Source: an optimization exercise on an open RTL-to-GDS flow (aim: small area, a short achievable clock period and few clock cycles). Production flows keep margins and buffers that such runs may drop. Power and IR drop assume default switching activity.

==> flow/design.v (excerpt) <==
module PMIPSL0(
	imemaddr, 	 
	dmemaddr,	 
	dmemwdata,	 
	dmemwrite,	 
	dmemread,	 
	aluresult,	 
	clock,
	imemrdata,	 
	dmemrdata,	 
	reset		 
	);
Size: ~1200 cells after synthesis, roughly 180 flip-flops, roughly 100 I/O pins, ~11000 sq um of cells after synthesis.
==> module PMIPSL0, before the edit <==
module PMIPSL0(
	imemaddr, 	 
	dmemaddr,	 
	dmemwdata,	 
	dmemwrite,	 
	dmemread,	 
	aluresult,	 
	clock,
	imemrdata,	 
	dmemrdata,	 
	reset		 
	);
output [15:0] imemaddr;
output [15:0] dmemaddr;
output [15:0] dmemwdata;
output dmemwrite;
output dmemread;
output [15:0] aluresult;
input clock;
input [16:0] imemrdata;
input [15:0] dmemrdata;
input reset;
reg [16:0] IR;		 
reg [15:1] SeqPC;	 
reg [15:0] A, B;	 
wire [3:0] op = IR[16:13];
wire [2:0] rt = IR[9:7];
wire [2:0] rd = IR[6:4];
wire [15:0] imm = {{9{IR[6]}}, IR[6:0]};
wire RegWrite, RegDst, Sub, UseImm, MemRead, MemWrite, Branch, Jump;
Control ctl(RegWrite, RegDst, Sub, UseImm, MemRead, MemWrite, Branch, Jump, op);
wire [15:0] wdata;
wire [2:0] waddr = RegDst ? rd : rt;
wire write = RegWrite && (waddr != 3'd0);
wire [2:0] frs = imemrdata[12:10];
wire [2:0] frt = imemrdata[9:7];
wire [15:0] ra, rb;
RegFile rf(ra, rb, clock, wdata, waddr, frs, frt, write);
wire [15:0] addr = A + imm;
wire [15:0] alu = Sub ? A - B : A + B;
assign wdata = MemRead ? dmemrdata : (UseImm ? addr : alu);
assign dmemaddr = addr;
assign dmemwdata = B;
assign dmemread = MemRead;
assign dmemwrite = MemWrite;
assign aluresult = addr;
wire taken = Branch && (A == B);
wire [15:1] btarget = SeqPC + imm[14:0];
wire [15:1] jtarget = {SeqPC[15:14], IR[12:0]};
wire [15:1] fetch = Jump ? jtarget : (taken ? btarget : SeqPC);
assign imemaddr = {fetch, 1'b0};
always @(posedge clock)
	if (reset) begin
		IR[16:13] <= 4'd2;	 
		SeqPC <= 0;
	end else begin
		IR[16:13] <= imemrdata[16:13];
		SeqPC <= fetch + 1'b1;
	end
always @(posedge clock) begin
	IR[12:0] <= imemrdata[12:0];
	A <= (write && waddr == frs) ? wdata : ra;
	B <= (write && waddr == frt) ? wdata : rb;
end
endmodule
Settings: LEC_CHECK=0, ABC_CLOCK_PERIOD_IN_PS=3000, CAP_MARGIN=20, CORE_MARGIN=2, CORE_UTILIZATION=40, PLACE_DENSITY=0.6, SLEW_MARGIN=20; clock period 6.0 ns.
run.sh (not shown) runs the stock make flow with config.mk's settings and CLKGATE_MAP_FILE= SYNTH_SCRIPT=/design/flow/synth_recipe.tcl, a recipe that flattens the netlist after the stock synthesis.
Next try:
--- a/flow/design.v
+++ b/flow/design.v
@@ -22,4 +22,36 @@
 assign rdata1 = (raddr1 == 0) ? 16'd0 : regcell[raddr1];
 assign rdata2 = (raddr2 == 0) ? 16'd0 : regcell[raddr2];
+endmodule
+module Adder(
+	sum,		 
+	a,		 
+	b,		 
+	ci		 
+	);
+parameter W = 16;
+localparam L = $clog2(W);
+output [W-1:0] sum;
+input [W-1:0] a, b;
+input ci;
+wire [W-1:0] p = a ^ b;
+wire [W-1:0] g = a & b;
+wire [W*(L+1)-1:0] G, P;
+assign G[W-1:0] = {g[W-1:1], g[0] | (p[0] & ci)};
+assign P[W-1:0] = p;
+genvar l, i;
+generate
+	for (l = 0; l < L; l = l + 1) begin: level
+		for (i = 0; i < W; i = i + 1) begin: col
+			if (i >= (1 << l)) begin: comb
+				assign G[(l+1)*W+i] = G[l*W+i] | (P[l*W+i] & G[l*W+i-(1<<l)]);
+				assign P[(l+1)*W+i] = P[l*W+i] & P[l*W+i-(1<<l)];
+			end else begin: pass
+				assign G[(l+1)*W+i] = G[l*W+i];
+				assign P[(l+1)*W+i] = P[l*W+i];
+			end
+		end
+	end
+endgenerate
+assign sum = p ^ {G[L*W+W-2:L*W], ci};
 endmodule
 module Control(
@@ -83,6 +115,8 @@
 wire [15:0] ra, rb;
 RegFile rf(ra, rb, clock, wdata, waddr, frs, frt, write);
-wire [15:0] addr = A + imm;
-wire [15:0] alu = Sub ? A - B : A + B;
+wire [15:0] addr;
+Adder #(16) addradd(addr, A, imm, 1'b0);
+wire [15:0] alu;
+Adder #(16) aluadd(alu, A, Sub ? ~B : B, Sub);
 assign wdata = MemRead ? dmemrdata : (UseImm ? addr : alu);
 assign dmemaddr = addr;
@@ -92,5 +126,6 @@
 assign aluresult = addr;
 wire taken = Branch && (A == B);
-wire [15:1] btarget = SeqPC + imm[14:0];
+wire [15:1] btarget;
+Adder #(15) pcadd(btarget, SeqPC, imm[14:0], 1'b0);
 wire [15:1] jtarget = {SeqPC[15:14], IR[12:0]};
 wire [15:1] fetch = Jump ? jtarget : (taken ? btarget : SeqPC);
Setup slack improved by 0.23 ns.
Fmax goes up by 4.8%.
Count of clock-buffer cells in the layout does not change.
Wire length is lower by 4.8%.
Area after synthesis drops by 4.5%.
Sequential share of layout area rose by 1.3 points.
Core utilization rises by 0.14 points.
Die area came out lower by 4.4%.
Combinational power came out lower by about 4%.
Function was not checked in any run of this note: the RTL went through the layout flow alone.

==> re-timing with driven ports <==
In the flow no input, the clock included, has a driving cell. The finished layouts below were timed again as built, in two steps. Step 1 assumes that a clkbuf_16 drives the clock port and a buf_2 every other input. Step 2 times the ports against the registers' clock, not the clock port: input delays grow and output delays shrink by t, the midpoint of the rising clock arrivals with the driver on. Three values: ideal, step 1, step 2; two values: the first two.
run | t (ns) | setup WS [ns] | hold slack, ns | worst setup path at the end
the first run | 0.486 | 0.896 / 0.846 / 1.332 | 0.664 / 0.664 / 0.664 | register to output
the second run | 0.489 | 1.131 / 1.080 / 1.570 | 0.652 / 0.652 / 0.652 | register to output
After both steps setup and hold are still met in every run listed.
